Context: an optimization exercise on an open-source flow, tuned for small area. The choices shown serve that exercise and are no tape-out recipe. Only simulation tests tie the RTL to the original design; equivalence was not proved. Power is estimated from default activity; no workload was simulated.

===== design/flow/design.v =====
module Simple_Fixed_1 (
    clock,
    reset,
    op_code,
    instr_format,
    dest_reg_addr,
    src_reg_a,
    src_reg_b,
    store_reg,
    imm_value,
    enable_reg_write,
    wb_data,
    wb_reg_addr,
    wb_enable_reg_write,
    branch_is_taken,
    delayed_rt_addr,
    delayed_enable_reg_write
);
  input clock, reset;
  input [0:10] op_code;
  input [2:0] instr_format;
  input [0:6] dest_reg_addr;
  input [0:127] src_reg_a, src_reg_b, store_reg;
  input [0:17] imm_value;
  input enable_reg_write;
  input branch_is_taken;
  output logic [0:127] wb_data;
  output logic [0:6] wb_reg_addr;
  output logic wb_enable_reg_write;
  output logic [1:0][0:6] delayed_rt_addr;
  output logic [1:0] delayed_enable_reg_write;
  wire [0:10] op = op_code;
  wire imm_form = instr_format[2];
  wire fm1 = instr_format[1], fm0 = instr_format[0];
  wire go, o10, n10, f0, f4, f5, f6, a111, nfm2, fo, keep_all;
  c_nor2 u_go (.a(reset), .b(branch_is_taken), .y(go));
  c_or2 u_o10 (.a(fm1), .b(fm0), .x(o10));
  c_nor2 u_n10 (.a(fm1), .b(fm0), .y(n10));
  c_nor2 u_f0 (.a(imm_form), .b(o10), .y(f0));
  c_and2 u_f4 (.a(imm_form), .b(n10), .x(f4));
  c_and3b u_f5 (.a_n(fm1), .b(imm_form), .c(fm0), .x(f5));
  c_and3b u_f6 (.a_n(fm0), .b(imm_form), .c(fm1), .x(f6));
  c_and3 u_a111 (.a(imm_form), .b(fm1), .c(fm0), .x(a111));
  c_inv u_nfm2 (.a(imm_form), .y(nfm2));
  c_a21o u_fo (.a1(nfm2), .a2(o10), .b1(a111), .x(fo));
  c_and2 u_ka (.a(go), .b(fo), .x(keep_all));
  wire nq1, nq2, nq3, nq6, nq7, q2, q3, q6, q7;
  c_mux2i u_q1 (.s(imm_form), .a1(op[4]), .a0(op[1]), .y(nq1));
  c_mux2i u_q2 (.s(imm_form), .a1(op[5]), .a0(op[2]), .y(nq2));
  c_mux2i u_q3 (.s(imm_form), .a1(op[6]), .a0(op[3]), .y(nq3));
  c_mux2i u_q6 (.s(imm_form), .a1(op[9]), .a0(op[6]), .y(nq6));
  c_mux2i u_q7 (.s(imm_form), .a1(op[10]), .a0(op[7]), .y(nq7));
  c_inv u_iq2 (.a(nq2), .y(q2));
  c_inv u_iq3 (.a(nq3), .y(q3));
  c_inv u_iq6 (.a(nq6), .y(q6));
  c_inv u_iq7 (.a(nq7), .y(q7));
  wire seg8 = q6;
  wire seg16, n67, k_eq, k_ugt;
  c_nand2 u_s16 (.a(nq6), .b(nq7), .y(seg16));
  c_nor2 u_n67 (.a(q6), .b(q7), .y(n67));
  assign k_eq = q2;
  c_nor2 u_ku (.a(nq3), .b(q2), .y(k_ugt));
  wire o058, nz0b, o0123, a78, z4, o910, z0a, za, ar, t1, t2, cvalid, cm;
  c_or3 u_o058 (.a(op[0]), .b(op[5]), .c(op[8]), .x(o058));
  c_nand3b u_z0 (.a_n(o058), .b(f0), .c(op[4]), .y(nz0b));
  c_or4 u_o0123 (.a(op[0]), .b(op[1]), .c(op[2]), .d(op[3]), .x(o0123));
  c_and2 u_a78 (.a(op[7]), .b(op[8]), .x(a78));
  c_and3b u_z4 (.a_n(o0123), .b(f4), .c(a78), .x(z4));
  c_or2 u_o910 (.a(op[9]), .b(op[10]), .x(o910));
  c_nor2 u_z0a (.a(nz0b), .b(o910), .y(z0a));
  c_or2 u_za (.a(z0a), .b(z4), .x(za));
  c_and4 u_ar (.a(za), .b(nq1), .c(nq2), .d(nq6), .x(ar));        
  c_nand2 u_t1 (.a(q2), .b(nq3), .y(t1));
  c_and3 u_t2 (.a(nq2), .b(q3), .c(nq7), .x(t2));
  c_a22o u_cv (.a1(q6), .a2(t2), .b1(nq6), .b2(t1), .x(cvalid));
  c_and3b u_cm (.a_n(nq1), .b(za), .c(cvalid), .x(cm));           
  wire o269, w0, ngl0, o17, l_g, gl0n1, a37, l_n, n37, gl0, l_t;
  c_or3 u_o269 (.a(op[2]), .b(op[6]), .c(op[9]), .x(o269));
  c_nor2 u_w0 (.a(nz0b), .b(o269), .y(w0));
  c_nand3 u_gl0 (.a(go), .b(w0), .c(op[10]), .y(ngl0));
  c_or2 u_o17 (.a(op[1]), .b(op[7]), .x(o17));
  c_nor2 u_lg (.a(ngl0), .b(o17), .y(l_g));                       
  c_nor2 u_g1 (.a(ngl0), .b(op[1]), .y(gl0n1));
  c_and2 u_a37 (.a(op[3]), .b(op[7]), .x(a37));
  c_and2 u_ln (.a(gl0n1), .b(a37), .x(l_n));                      
  c_nor2 u_n37 (.a(op[3]), .b(op[7]), .y(n37));
  c_inv u_gl (.a(ngl0), .y(gl0));
  c_a21o u_lt (.a1(gl0), .a2(n37), .b1(l_n), .x(l_t));            
  wire o1267, t3, nop9, cgbg, ngc, nop3, s_cg, s_bg, gcgbg;
  c_or4 u_o1267 (.a(op[1]), .b(op[2]), .c(op[6]), .d(op[7]), .x(o1267));
  c_or3 u_t3 (.a(nz0b), .b(op[10]), .c(o1267), .x(t3));
  c_inv u_nop9 (.a(op[9]), .y(nop9));
  c_nor2 u_cgbg (.a(t3), .b(nop9), .y(cgbg));
  c_nand2 u_ngc (.a(go), .b(cgbg), .y(ngc));
  c_inv u_nop3 (.a(op[3]), .y(nop3));
  c_nor2 u_cg (.a(ngc), .b(nop3), .y(s_cg));
  c_nor2 u_bg (.a(ngc), .b(op[3]), .y(s_bg));
  c_inv u_gcgbg (.a(ngc), .y(gcgbg));
  wire o0125, o678, nz5a, gf5, gz5, nop4, k_lo, k_il, g_iohl, t4, k_hi;
  c_or4 u_o0125 (.a(op[0]), .b(op[1]), .c(op[2]), .d(op[5]), .x(o0125));
  c_or3 u_o678 (.a(op[6]), .b(op[7]), .c(op[8]), .x(o678));
  c_nor2 u_nz5 (.a(o0125), .b(o678), .y(nz5a));
  c_and3 u_gf5 (.a(go), .b(f5), .c(op[3]), .x(gf5));
  c_and2 u_gz5 (.a(gf5), .b(nz5a), .x(gz5));
  c_inv u_nop4 (.a(op[4]), .y(nop4));
  c_and3 u_klo (.a(gz5), .b(nop4), .c(op[10]), .x(k_lo));        
  c_and2 u_kil (.a(k_lo), .b(nop9), .x(k_il));                   
  c_and4 u_iohl (.a(gz5), .b(op[4]), .c(nop9), .d(op[10]), .x(g_iohl));
  c_and3 u_t4 (.a(gz5), .b(nop4), .c(op[9]), .x(t4));            
  c_or2 u_khi (.a(t4), .b(g_iohl), .x(k_hi));                    
  wire c6, w6, gf6, o124, nt5, s_ila, a124, nop5, k_x;
  c_or3 u_c6 (.a(op[0]), .b(op[3]), .c(op[9]), .x(c6));
  c_nor2 u_w6 (.a(c6), .b(o678), .y(w6));
  c_and2 u_gf6 (.a(go), .b(f6), .x(gf6));
  c_or3 u_o124 (.a(op[1]), .b(op[2]), .c(op[4]), .x(o124));
  c_nand4 u_nt5 (.a(gf6), .b(w6), .c(op[5]), .d(op[10]), .y(nt5));
  c_nor2 u_ila (.a(nt5), .b(o124), .y(s_ila));
  c_and3 u_a124 (.a(op[1]), .b(op[2]), .c(op[4]), .x(a124));
  c_inv u_nop5 (.a(op[5]), .y(nop5));
  c_and4 u_kx (.a(gf6), .b(w6), .c(a124), .d(nop5), .x(k_x));
  wire s_hsat, fq0, s_cmp, fq00, nc_b, c_he, c_we, c_hs, c_ws, c_hu, c_wu;
  c_and3 u_hs (.a(go), .b(ar), .c(q7), .x(s_hsat));
  c_and2 u_fq0 (.a(go), .b(ar), .x(fq0));
  c_and2 u_scm (.a(go), .b(cm), .x(s_cmp));
  c_o21a u_fq00 (.a1(ar), .a2(cgbg), .b1(go), .x(fq00));
  c_nand2 u_ncb (.a(s_cmp), .b(q6), .y(nc_b));
  c_and3 u_che (.a(s_cmp), .b(q2), .c(q7), .x(c_he));
  c_and3 u_cwe (.a(s_cmp), .b(q2), .c(nq7), .x(c_we));
  c_and3 u_chs (.a(s_cmp), .b(nq3), .c(q7), .x(c_hs));
  c_and3 u_cws (.a(s_cmp), .b(nq3), .c(nq7), .x(c_ws));
  c_and4 u_chu (.a(s_cmp), .b(nq2), .c(q3), .d(q7), .x(c_hu));
  c_and4 u_cwu (.a(s_cmp), .b(nq2), .c(q3), .d(n67), .x(c_wu));
  wire e1, e2, e3, en_a;
  c_or4 u_e1 (.a(fq0), .b(s_cmp), .c(l_g), .d(l_t), .x(e1));
  c_or4 u_e2 (.a(k_hi), .b(k_lo), .c(s_ila), .d(k_x), .x(e2));
  c_or2 u_e3 (.a(gcgbg), .b(keep_all), .x(e3));
  c_or3 u_ea (.a(e1), .b(e2), .c(e3), .x(en_a));
  wire ia4, nop1, cin0, n39, nt, inv0, inv_a, cin, inv_b0;
  c_nand2 u_ia4 (.a(nop4), .b(op[6]), .y(ia4));                   
  c_inv u_nop1 (.a(op[1]), .y(nop1));
  c_nand2 u_cin0 (.a(nop1), .b(op[3]), .y(cin0));                 
  c_nor2 u_n39 (.a(op[3]), .b(op[9]), .y(n39));
  c_nor2 u_nt (.a(op[1]), .b(n39), .y(nt));
  c_nor2 u_inv0 (.a(op[10]), .b(nt), .y(inv0));                   
  c_a22o u_inva (.a1(imm_form), .a2(ia4), .b1(nfm2), .b2(inv0), .x(inv_a));
  c_a22o u_cin (.a1(imm_form), .a2(ia4), .b1(nfm2), .b2(cin0), .x(cin));
  c_nor2 u_ib0 (.a(op[3]), .b(nop9), .y(inv_b0));                 
  wire [9:0] i10 = imm_value[8:17];
  wire [10:0] u11 = {imm_value[8], i10};
  wire [15:0] i16 = imm_value[2:17];
  wire [7:0] i8 = imm_value[10:17];
  wire f4cmp = op[4];
  wire sg = i10[9];
  wire im_a  = imm_form & ~f4cmp;                     
  wire im_ah = im_a & seg16, im_aw = im_a & ~seg16;
  wire im_cb = imm_form & f4cmp & seg8;                
  wire im_ch = imm_form & f4cmp & seg16 & ~seg8;       
  wire im_co = imm_form & f4cmp & ~seg16 & ~k_ugt;     
  wire im_nb = imm_form & ~im_cb;
  wire as_ = im_a & sg;                                
  wire aws = im_aw & sg;
  wire s10 = im_a | im_ch | im_co;                     
  wire s26 = im_a | im_ch;
  wire hb = im_ah | im_cb | im_ch;
  wire ahc = im_ah | im_ch;
  wire [31:0] yi;
  genvar n;
  for (n = 0; n < 8; n++) begin : g_y0
    c_and2 u (.a(imm_form), .b(i10[n]), .x(yi[n]));
  end
  for (n = 8; n < 10; n++) begin : g_y8
    c_a22o u (.a1(im_cb), .a2(i10[n-8]), .b1(im_nb), .b2(i10[n]), .x(yi[n]));
  end
  c_a22o u_y10 (.a1(im_cb), .a2(i10[2]), .b1(s10), .b2(sg), .x(yi[10]));
  for (n = 11; n < 16; n++) begin : g_y11
    c_a21o u (.a1(im_cb), .a2(i10[n-8]), .b1(as_), .x(yi[n]));
  end
  for (n = 16; n < 24; n++) begin : g_y16
    c_a21o u (.a1(hb), .a2(i10[n-16]), .b1(aws), .x(yi[n]));
  end
  for (n = 24; n < 26; n++) begin : g_y24
    c_a221o u (.a1(im_cb), .a2(i10[n-24]), .b1(ahc), .b2(i10[n-16]), .c1(aws), .x(yi[n]));
  end
  c_a22o u_y26 (.a1(im_cb), .a2(i10[2]), .b1(s26), .b2(sg), .x(yi[26]));
  for (n = 27; n < 32; n++) begin : g_y27
    c_a21o u (.a1(im_cb), .a2(i10[n-24]), .b1(as_), .x(yi[n]));
  end
  wire k_la = s_ila;
  wire [31:0] nkimm;
  for (n = 0; n < 16; n++) begin : g_k0
    c_nand2 u (.a(k_lo), .b(i16[n]), .y(nkimm[n]));
  end
  for (n = 16; n < 31; n++) begin : g_k16
    c_a222oi u (.a1(k_hi), .a2(i16[n-16]), .b1(k_la), .b2(imm_value[31-n]), .c1(k_il),
                .c2(i16[15]), .y(nkimm[n]));
  end
  wire k_hs = k_hi | k_il;
  c_a222oi u_k31 (.a1(k_hs), .a2(i16[15]), .b1(k_la), .b2(imm_value[0]), .c1(k_x), .c2(go),
                  .y(nkimm[31]));
  wire kc_m;
  c_or2 u_kcm (.a(g_iohl), .b(s_ila), .x(kc_m));
  wire [31:0] kc = {{16{g_iohl}}, {14{kc_m}}, {2{g_iohl}}};
  wire kw, kwi, kai;
  c_or2 u_kw (.a(keep_all), .b(gcgbg), .x(kw));                   
  c_or2 u_kwi (.a(kw), .b(s_ila), .x(kwi));
  c_or2 u_kai (.a(keep_all), .b(s_ila), .x(kai));
  wire [31:0] kp0 = {{30{keep_all}}, {2{kai}}};
  wire [31:0] kpn = {{30{kw}}, {2{kwi}}};
  wire [31:0] kp1 = {keep_all, {29{kw}}, {2{kwi}}};
  logic [0:127] rnext;
  wire cg_ge, bg_gt, r32;
  wire [31:0] p0;
  fx_ge32 u_ge (.p(p0), .a(src_reg_a[0:31]), .b(src_reg_b[0:31]), .ge(cg_ge));
  genvar k;
  generate
    for (k = 0; k < 4; k++) begin : g_word
      wire [3:0] co;
      wire [31:0] d, pw;
      fx_word #(.W0(k == 0)) u_w (
          .a(src_reg_a[32*k +: 32]), .b(src_reg_b[32*k +: 32]), .c(store_reg[32*k +: 32]),
          .r(wb_data[32*k +: 32]), .inv_a(inv_a), .inv_b(inv_b0), .ub(~imm_form),
          .yi(yi), .cin(cin), .seg8(seg8), .seg16(seg16), .nc_b(nc_b),
          .c_he(c_he), .c_hu(c_hu), .c_hs(c_hs), .c_we(c_we), .c_wu(c_wu), .c_ws(c_ws),
          .s_hsat(s_hsat), .fq0((k == 0) ? fq00 : fq0), .l_g(l_g),
          .l_t(l_t), .l_n(l_n), .nkimm(nkimm), .kc(kc),
          .kp((k == 0) ? kp0 : (k == 1) ? kp1 : kpn), .co(co), .d(d), .p(pw));
      if (k == 1) begin : g_r32
        assign rnext[32] = d[31] | (s_cg & cg_ge) | (s_bg & bg_gt);
        assign rnext[33:63] = d[30:0];
      end else begin : g_rn
        assign rnext[32*k +: 32] = d;
      end
      if (k == 0) begin : g_bg
        assign bg_gt = ~co[3];
        assign p0 = pw;
      end
    end
  endgenerate
  wire nreset;
  wire [0:6] a1d, a2d;
  wire e1d, e2d;
  c_inv u_nrst (.a(reset), .y(nreset));
  generate
    for (k = 0; k < 7; k++) begin : g_ad
      c_and2 u_a1 (.a(en_a), .b(dest_reg_addr[k]), .x(a1d[k]));
      c_and2 u_a2 (.a(nreset), .b(wb_reg_addr[k]), .x(a2d[k]));
    end
  endgenerate
  c_and2 u_e1d (.a(en_a), .b(enable_reg_write), .x(e1d));
  c_and2 u_e2d (.a(nreset), .b(wb_enable_reg_write), .x(e2d));
  always_ff @(posedge clock) begin
    wb_data <= rnext;
    delayed_rt_addr[1] <= a2d;
    delayed_enable_reg_write[1] <= e2d;
    wb_reg_addr <= a1d;
    wb_enable_reg_write <= e1d;
  end
  assign delayed_rt_addr[0] = wb_reg_addr;
  assign delayed_enable_reg_write[0] = wb_enable_reg_write;
endmodule
module fx_word #(
    parameter bit W0 = 0
) (
    input [31:0] a, b, c, r,
    input inv_a, inv_b, ub,
    input [31:0] yi,
    input cin, seg8, seg16,
    input nc_b, c_he, c_hu, c_hs, c_we, c_wu, c_ws,
    input s_hsat, fq0, l_g, l_t, l_n,
    input [31:0] nkimm, kc, kp,
    output [3:0] co,
    output [31:0] d,
    output [31:0] p
);
  genvar i, q;
  wire [31:0] x, y, bb;
  for (i = 0; i < 32; i++) begin : g_xy
    c_xor2 u_x (.a(a[i]), .b(inv_a), .y(x[i]));
    if (W0) begin : w0
      c_xor2 u_b (.a(b[i]), .b(inv_b), .y(bb[i]));
    end else begin : wn
      assign bb[i] = b[i];
    end
    c_a21o u_y (.a1(bb[i]), .a2(ub), .b1(yi[i]), .x(y[i]));
  end
  wire [31:0] s, g;
  wire [8:0] cb;       
  wire [7:0] bp;       
  wire [7:0] c3b;      
  assign cb[0] = cin;
  wire nseg8 = ~seg8, nseg16 = ~seg16;
  wire cs8 = seg8 & cin, cs16 = seg16 & cin;
  for (q = 0; q < 8; q++) begin : g_blk
    wire ci;
    if (q == 2 || q == 6) begin : s8
      c_a21o u_ci (.a1(cb[q]), .a2(nseg8), .b1(cs8), .x(ci));
    end else if (q == 4) begin : s16
      c_a21o u_ci (.a1(cb[q]), .a2(nseg16), .b1(cs16), .x(ci));
    end else begin : ns
      assign ci = cb[q];
    end
    fx_blk4 #(.RIP(q == 0 || q == 1 || q == 7)) u_b (.x(x[4*q +: 4]), .y(y[4*q +: 4]), .ci(ci), .s(s[4*q +: 4]),
                                 .p(p[4*q +: 4]), .g(g[4*q +: 4]), .bp(bp[q]), .co(cb[q+1]),
                                 .c3(c3b[q]));
  end
  assign co = {cb[8], cb[6], cb[4], cb[2]};
  wire [1:0] eqh, sgt, nsat, t, ns;
  wire eqw;
  wire [3:0] nco;
  wire [1:0] nh;
  wire nw;
  for (q = 0; q < 4; q++) begin : g_nco
    c_inv u_n (.a(co[q]), .y(nco[q]));
  end
  for (q = 0; q < 2; q++) begin : g_h
    c_and4 u_eq (.a(bp[4*q]), .b(bp[4*q+1]), .c(bp[4*q+2]), .d(bp[4*q+3]), .x(eqh[q]));
    c_xor2 u_sg (.a(co[2*q+1]), .b(p[16*q+15]), .y(sgt[q]));
    c_a222oi u_h (.a1(c_he), .a2(eqh[q]), .b1(c_hs), .b2(sgt[q]), .c1(c_hu), .c2(nco[2*q+1]),
                  .y(nh[q]));
    c_xor2 u_t (.a(c3b[4*q+3]), .b(x[16*q+15]), .y(t[q]));
    c_nand3b u_sat (.a_n(p[16*q+15]), .b(t[q]), .c(s_hsat), .y(nsat[q]));
    c_and2 u_fq (.a(nsat[q]), .b(fq0), .x(fq[2*q]));
    assign fq[2*q+1] = fq[2*q];
    c_inv u_ns (.a(c3b[4*q+3]), .y(ns[q]));
  end
  c_and2 u_eqw (.a(eqh[0]), .b(eqh[1]), .x(eqw));
  c_a222oi u_w (.a1(c_we), .a2(eqw), .b1(c_ws), .b2(sgt[1]), .c1(c_wu), .c2(nco[3]), .y(nw));
  wire [3:0] fq, nfp, nfpm;
  for (q = 0; q < 4; q++) begin : g_f
    wire u, um;
    c_o22a u_u (.a1(nc_b), .a2(co[q]), .b1(nsat[q/2]), .b2(ns[q/2]), .x(u));
    c_and3 u_f (.a(u), .b(nh[q/2]), .c(nw), .x(nfp[q]));
    if (q % 2 == 1) begin : m
      c_o22a u_um (.a1(nc_b), .a2(co[q]), .b1(nsat[q/2]), .b2(c3b[4*(q/2)+3]), .x(um));
      c_and3 u_fm (.a(um), .b(nh[q/2]), .c(nw), .x(nfpm[q]));
    end else begin : nm
      assign nfpm[q] = nfp[q];
    end
  end
  for (i = 0; i < 32; i++) begin : g_o
    fx_out u_o (.s(s[i]), .p(p[i]), .g(g[i]), .c(c[i]), .r(r[i]), .fq(fq[i/8]),
                .nfp((i % 16 == 15) ? nfpm[i/8] : nfp[i/8]), .l_g(l_g), .l_t(l_t), .l_n(l_n),
                .nkimm(nkimm[i]), .kc(kc[i]), .kp(kp[i]), .d(d[i]));
  end
endmodule
module fx_blk4 #(
    parameter bit RIP = 0
) (input [3:0] x, y, input ci, output [3:0] s, p, g, output bp, co, c3);
  wire c1, c2, g1, g2, g3;
  genvar j;
  for (j = 0; j < 4; j++) begin : g_h
    c_ha u_h (.a(x[j]), .b(y[j]), .s(p[j]), .co(g[j]));
  end
  c_a21o u_c1 (.a1(p[0]), .a2(ci), .b1(g[0]), .x(c1));
  c_a21o u_c2 (.a1(p[1]), .a2(c1), .b1(g[1]), .x(c2));
  c_a21o u_c3 (.a1(p[2]), .a2(c2), .b1(g[2]), .x(c3));
  c_and4 u_p (.a(p[0]), .b(p[1]), .c(p[2]), .d(p[3]), .x(bp));
  if (RIP) begin : rip
    c_a21o u_co (.a1(p[3]), .a2(c3), .b1(g[3]), .x(co));
  end else begin : la
    c_a21o u_g1 (.a1(p[1]), .a2(g[0]), .b1(g[1]), .x(g1));
    c_a21o u_g2 (.a1(p[2]), .a2(g1), .b1(g[2]), .x(g2));
    c_a21o u_g3 (.a1(p[3]), .a2(g2), .b1(g[3]), .x(g3));
    c_a21o u_co (.a1(bp), .a2(ci), .b1(g3), .x(co));
  end
  c_xor2 u_s0 (.a(p[0]), .b(ci), .y(s[0]));
  c_xor2 u_s1 (.a(p[1]), .b(c1), .y(s[1]));
  c_xor2 u_s2 (.a(p[2]), .b(c2), .y(s[2]));
  c_xor2 u_s3 (.a(p[3]), .b(c3), .y(s[3]));
endmodule
module fx_out (input s, p, g, c, r, fq, nfp, l_g, l_t, l_n, nkimm, kc, kp, output d);
  wire n1, n2, z;
  c_a222oi u_1 (.a1(fq), .a2(s), .b1(kc), .b2(c), .c1(kp), .c2(r), .y(n1));
  c_nor2 u_z (.a(p), .b(g), .y(z));
  c_a222oi u_2 (.a1(g), .a2(l_g), .b1(p), .b2(l_t), .c1(z), .c2(l_n), .y(n2));
  c_nand4 u_d (.a(n1), .b(n2), .c(nfp), .d(nkimm), .y(d));
endmodule
module fx_ge32 (input [31:0] p, a, b, output ge);
  wire [3:0] gg, ee;
  genvar q, j;
  for (q = 0; q < 4; q++) begin : g_grp
    wire [8:1] c;    
    wire e0, e1;
    c_nand2 u_c1 (.a(p[8*q]), .b(b[8*q]), .y(c[1]));
    for (j = 1; j < 8; j++) begin : g_m
      if (j % 2 == 1) begin : od
        c_mux2i u_m (.s(p[8*q+j]), .a1(a[8*q+j]), .a0(c[j]), .y(c[j+1]));
      end else begin : ev
        c_mux2i u_m (.s(p[8*q+j]), .a1(b[8*q+j]), .a0(c[j]), .y(c[j+1]));
      end
    end
    assign gg[q] = c[8];
    c_or4 u_e0 (.a(p[8*q]), .b(p[8*q+1]), .c(p[8*q+2]), .d(p[8*q+3]), .x(e0));
    c_or4 u_e1 (.a(p[8*q+4]), .b(p[8*q+5]), .c(p[8*q+6]), .d(p[8*q+7]), .x(e1));
    c_nor2 u_e (.a(e0), .b(e1), .y(ee[q]));
  end
  wire t0, t1, t2;
  c_or2 u_t0 (.a(gg[0]), .b(ee[0]), .x(t0));
  c_a21o u_t1 (.a1(ee[1]), .a2(t0), .b1(gg[1]), .x(t1));
  c_a21o u_t2 (.a1(ee[2]), .a2(t1), .b1(gg[2]), .x(t2));
  c_a21o u_t3 (.a1(ee[3]), .a2(t2), .b1(gg[3]), .x(ge));
endmodule
module c_xor2 (input a, b, output y);
  assign y = a ^ b;
endmodule
module c_a21o (input a1, a2, b1, output x);
  assign x = (a1 & a2) | b1;
endmodule
module c_ha (input a, b, output s, co);
  assign s = a ^ b;
  assign co = a & b;
endmodule
module c_and4 (input a, b, c, d, output x);
  assign x = a & b & c & d;
endmodule
module c_nor2 (input a, b, output y);
  assign y = ~(a | b);
endmodule
module c_nand3 (input a, b, c, output y);
  assign y = ~(a & b & c);
endmodule
module c_a222oi (input a1, a2, b1, b2, c1, c2, output y);
  assign y = ~((a1 & a2) | (b1 & b2) | (c1 & c2));
endmodule
module c_and2 (input a, b, output x);
  assign x = a & b;
endmodule
module c_or2 (input a, b, output x);
  assign x = a | b;
endmodule
module c_mux2 (input s, a1, a0, output x);
  assign x = s ? a1 : a0;
endmodule
module c_nor4 (input a, b, c, d, output y);
  assign y = ~(a | b | c | d);
endmodule
module c_nand4 (input a, b, c, d, output y);
  assign y = ~(a & b & c & d);
endmodule
module c_nand2 (input a, b, output y);
  assign y = ~(a & b);
endmodule
module c_mux2i (input s, a1, a0, output y);
  assign y = ~(s ? a1 : a0);
endmodule
module c_inv (input a, output y);
  assign y = ~a;
endmodule
module c_and3 (input a, b, c, output x);
  assign x = a & b & c;
endmodule
module c_and3b (input a_n, b, c, output x);
  assign x = ~a_n & b & c;
endmodule
module c_nor2b (input a, b_n, output y);
  assign y = ~(a | ~b_n);
endmodule
module c_a22oi (input a1, a2, b1, b2, output y);
  assign y = ~((a1 & a2) | (b1 & b2));
endmodule
module c_nand3b (input a_n, b, c, output y);
  assign y = ~(~a_n & b & c);
endmodule
module c_o22a (input a1, a2, b1, b2, output x);
  assign x = (a1 | a2) & (b1 | b2);
endmodule
module c_or4 (input a, b, c, d, output x);
  assign x = a | b | c | d;
endmodule
module c_a22o (input a1, a2, b1, b2, output x);
  assign x = (a1 & a2) | (b1 & b2);
endmodule
module c_a221o (input a1, a2, b1, b2, c1, output x);
  assign x = (a1 & a2) | (b1 & b2) | c1;
endmodule
module c_a221oi (input a1, a2, b1, b2, c1, output y);
  assign y = ~((a1 & a2) | (b1 & b2) | c1);
endmodule
module c_or3 (input a, b, c, output x);
  assign x = a | b | c;
endmodule
module c_o21a (input a1, a2, b1, output x);
  assign x = (a1 | a2) & b1;
endmodule

===== design/flow/constraint.sdc =====
create_clock -name core_clock -period 8.0 [get_ports {clock}]
set_input_delay 1.6000 -clock core_clock [delete_from_list [all_inputs] [get_ports {clock}]]
set_output_delay 1.6000 -clock core_clock [all_outputs]
set_load 0.01 [all_outputs]

===== design/flow/flow/run.sh =====
#!/bin/bash
# Standard layout with two changes to how it is made:
#  - the port buffers are the smallest buffer cell (sky130_fd_sc_hd__buf_1) instead of the
#    cell buffer_ports picks by default;
#  - clock tree synthesis uses clkbuf_8 buffers and inserts no dummy loads.
# make's output goes to standard.log; each tool's full log is under orfs/logs/.
set -euo pipefail
export BUFFER_PORTS_ARGS="-buffer_cell sky130_fd_sc_hd__buf_1"
export CTS_ARGS="-sink_clustering_enable -repair_clock_nets -buf_list sky130_fd_sc_hd__clkbuf_8 -dont_use_dummy_load"
bash standard.sh > standard.log 2>&1

===== design/flow/standard.sh =====
#!/bin/bash
# synth_recipe.tcl (not shown) runs the flow's synth.tcl, then flattens the netlist and writes it again
# the make line also repeats each setting of config.mk as NAME=value (left out here)
make -C /OpenROAD-flow-scripts/flow DESIGN_CONFIG=/design/flow/config.mk WORK_HOME=/design/flow/orfs CLKGATE_MAP_FILE= SYNTH_SCRIPT=/design/flow/synth_recipe.tcl "${@:-finish}"

===== design/flow/config.mk =====
export PLATFORM = sky130hd
export DESIGN_NAME = Simple_Fixed_1
export DESIGN_NICKNAME = Simple_Fixed_1
export VERILOG_FILES = /design/flow/design.v
export SDC_FILE = /design/flow/constraint.sdc
export NUM_CORES = 4
export LEC_CHECK = 0
export CAP_MARGIN = 10
export CORE_MARGIN = 2
export CORE_UTILIZATION = 55
export SLEW_MARGIN = 10
export SYNTH_HIERARCHICAL = 1

==> out/summary.txt <==
Status -> timing/DRC/antenna clean
Worst-Margin Slew -> 1.35 ns
Synth cell types -> 33
Drt drc -> 0
Crit path launch type -> input pin
PwrDens -> 145 nW/um^2
Worst EP required -> 8.31 ns
Worst path arrival time -> 8.08 ns
Max Cap Violations -> 0
Synth Register Bits -> 144
RSZ-0062 raised after global routing -> false
Fillcell total -> 2632
Synth Area in Compound Gates -> 35.7%
Fmax -> 129 MHz
Largest net degree at the start of global routing -> 79
Share of cells above drive strength 1 -> 5.83%
I/O pin count -> 579
Final std cells w/o fill -> 2898
Site row count -> 63
Setup violators final -> 0
P_leak -> 10.2 nW
Number of synthesized flops with an enable pin -> 0
First-pass GRT wire length -> 112 mm
WP buf/inv -> 2
Clock Latency Late Sink -> 0.47 ns
Fin crit period -> 7.78 ns
Hold Path Depth -> 1
Clock buffer depth -> 2
Die ar. -> 31000 sq um
Total wire length -> 77.6 mm
FF-to-FF Start -> wb_data[32]$_DFF_P_
Syn_nets -> 2380
Asr flop ratio synth -> 0%
Final Max Slew Viols -> 0
Min-delay worst type -> reg -> reg
Largest family of logic cells by synthesized area -> compound AO/OA/AOI/OAI gates
Internal reg-to-reg setup slack -> 6.89 ns
Slew margin rel. -> 9.87%
CTS Buf Count -> 17
HP Start -> wb_reg_addr[1]$_DFF_P_
Mux cell area share after synthesis -> 2.12%
Clock root buffer -> clkbuf_8
Core ar. -> 29400 sq um
Yosys warns -> 9
P&R area growth vs syn -> 22.4%
Post-Syn Area -> 16300 sq um
Power Total -> 2.89 mW
Vias in the first global route -> 19500
Router iterations before antenna repair -> 15
Initial drt markers -> 4465
H-tree depth -> 4
Adder-Cell Fraction of Synth Area -> 9.82%
Grt ovf -> 0
Hold Fails Final Rpt -> 0
Crit path max-delay family -> compound AO/OA/AOI/OAI gates
CP max stage cell -> and2_1
Via count -> 21000
DP Wirelength -> 57.4 mm
Primary FF master, synth -> dfxtp_1
Antenna-violating nets left -> 0
Largest fanout on the critical path -> 16
Vias/cell -> 7.23
Fin crit share -> 97.2%
Final core occ -> 67.8%
Clock sinks -> 144
Critical path class -> in -> reg
Wire length per cell -> 26.8 um
Die X -> 176 um
Placed cell count -> 2872
Setup TNS -> 0 ns
FF-to-FF End -> wb_data[32]$_DFF_P_
Crit path largest cell delay -> 0.50 ns
Routability cong. -> 1.02
VDD IR-drop max -> 0.0000975 V
Worst reg2reg path depth -> 4
Initial antenna violation count -> 7
Port Buffers -> 578
Die height -> 176 um
Reg area -> 2880 sq um
Synthesized area per cell -> 8.93 sq um
Clock transition at the registers of the reported paths -> 0.10 ns
Simple-Gate Fraction of Synth Area -> 17.1%
XOR/XNOR share of the synthesized area -> 16.3%
Worst Setup End Kind -> flip-flop
Tot GR Track Use -> 47.1%
Hold endpoint -> delayed_rt_addr[12]$_DFF_P_
CTS tree -> done
Final net count -> 3061
Sequential area share after synthesis -> 17.7%
Post-Synthesis Cells -> 1825
Cts hold-fix bufs -> 0
Clk_skew -> 0.0170 ns
Initial Utilization -> 55.4%
Crit-path most repeated cell -> a21o_1
Multi-input logic area -> 13300 sq um
## state kept, by name (all words and copies together) (netlist names)
register / cells
delayed_enable_reg_write: 1
wb_enable_reg_write: 1
delayed_rt_addr: 7
wb_data: 128
wb_reg_addr: 7
## layout by cell type, fill, tap and decap left out, drive strengths merged
cell and count:
or2 12, ha 128, dfxtp 144, and2b 1
xor2 304, a222oi 284, a21boi 1, a22o 7
nand4 129, a21oi 4, o22a 24, a221o 2
o21a 1, clkbuf 19, mux2 1, a21o 351
and4 45, nand2b 1, and3b 5, buf 668
clkinvlp 1, inv 38, mux2i 33, or3 7
nand2 26, nand3b 9, nand3 1, nor2 153
o21ai 1, and3 36, and2 55, or4 13
diode 4
## synthesized netlist by cell type (33+ instances only)
cell type / n / area (sq um)
nand4_1: 129 / 807
inv_1: 39 / 146
a222oi_1: 284 / 2840
xor2_1: 304 / 2660
and2_1: 55 / 344
dfxtp_1: 144 / 2880
mux2i_1: 33 / 330
ha_1: 128 / 1600
a21o_1: 351 / 2640
and4_1: 45 / 394
and3_1: 35 / 219
nor2_1: 153 / 574
## worst reg2reg max path, cell delays in order (launching register included)
cell and delay, ns:
dfxtp_1 0.32, a222oi_1 0.28, nand4_1 0.14, a21oi_1 0.15
o21ai_0 0.10
## routing by layer
layer | global-route usage [%] | wire length, um
met1 | 55.5 | 26600
met2 | 76.1 | 34700
met3 | 10.9 | 10300
met4 | 32.3 | 5980
met5 | 0 | 16
## per-module statistics from Yosys, one instance, submodules excluded, a selection
module / times used / cell area (sq um) / flip-flops and latches / cells
c_a21o: 351 / 7.51 / 0 / 1
c_ha: 128 / 12.5 / 0 / 1
c_and2: 46 / 6.26 / 0 / 1
c_nand3: 1 / 5.00 / 0 / 1
c_and3b: 4 / 8.76 / 0 / 1
c_inv: 29 / 3.75 / 0 / 1
c_and4: 45 / 8.76 / 0 / 1
c_nand2: 26 / 3.75 / 0 / 1
c_or2: 11 / 6.26 / 0 / 1
c_nand4: 129 / 6.26 / 0 / 1
Simple_Fixed_1: 1 / 3050 / 144 / 168
c_or3: 7 / 6.26 / 0 / 1
## per-stage QoR
step | hold WS, ns | instance area, sq um | worst slack (ns)
floorplan | 0.512 | 16400 | -0.361
finish | 0.493 | 19900 | 0.223
global placement | 0.458 | 19600 | 0.0151
CTS | 0.492 | 19900 | 0.346
detailed placement | 0.468 | 19600 | -0.132
global route | 0.513 | 19900 | 0.00664
## power breakdown
group	total (mW)	leakage [nW]	internal, mW	switching [mW]
clock network	0.484	0.122	0.188	0.295
registers	0.720	1.16	0.719	0.00138
logic	1.69	8.97	0.704	0.986
total	2.89	10.2	1.61	1.28
## timing repair
item / in CTS / in global routing
resized for setup: 0 / 7
endpoints found under the setup margin: 0 / 14
buffers inserted: 0 / 5
endpoints found under the hold margin: 0 / 0
## logic make-up after synthesis
logic type,count (synthesis)
AO/OA/AOI/OAI,675
XOR/XNOR,304
adder cells (fa/ha/maj),128
buffers and inverters,47
flip-flops,144
multiplexers,34
AND/OR/NAND/NOR,493
## how the worst max path moves through the flow
| stage | startpoint | end | slack, ns | depth (start not counted) |
|---|---|---|---|---|
| 6_report | instr_format[2] | wb_data[110]$_DFF_P_ | 0.22 | 29 |
| 5_1_grt | instr_format[2] | wb_data[32]$_DFF_P_ | 0.007 | 32 |
| 4_1_cts | op_code[9] | wb_data[104]$_DFF_P_ | 0.35 | 31 |
| 3_5_place_dp | op_code[9] | wb_data[101]$_DFF_P_ | -0.13 | 31 |
| 3_3_place_gp | instr_format[2] | wb_data[72]$_DFF_P_ | 0.02 | 26 |
| 2_1_floorplan | op_code[9] | wb_data[10]$_DFF_P_ | -0.36 | 30 |
## cell type report
type | instances | share of cell area (%)
tap | 390 | 2.45
clock buffer | 17 | 1.17
timing repair buffer | 670 | 14.4
sequential | 144 | 14.5
inverter | 39 | 0.753
multi-input combinational | 1634 | 66.7
antenna | 4 | 0.0502

==> static timing again, ports no longer ideal <==
How much do the figures lean on ideal ports? The routed layout below was timed once more, with nothing changed but the port constraints.
Step 1 (the two cells are an assumption about what drives the block):
set clk [get_ports {clock}]
set_driving_cell -lib_cell sky130_fd_sc_hd__clkbuf_16 $clk
set_driving_cell -lib_cell sky130_fd_sc_hd__buf_2 [delete_from_list [all_inputs] $clk]
Step 2 adds t to the input delays and takes it off the output delays; t is the mean of the earliest and latest rising clock arrival at the registers after step 1. Input paths then give back, and output paths get back, about the clock's delay inside the block.
a / b / c = ideal ports / drivers / drivers and shift; a / b = the first two.
t, ns: 0.521
setup WS [ns]: 0.223 / 0.250 / -0.271
hold slack, ns: 0.493 / 0.493 / 0.493
Met with ideal ports but missed after step 2: setup timing in this run. The setup slack of this run moves by +0.027 ns with the drivers and by -0.494 ns with both steps.
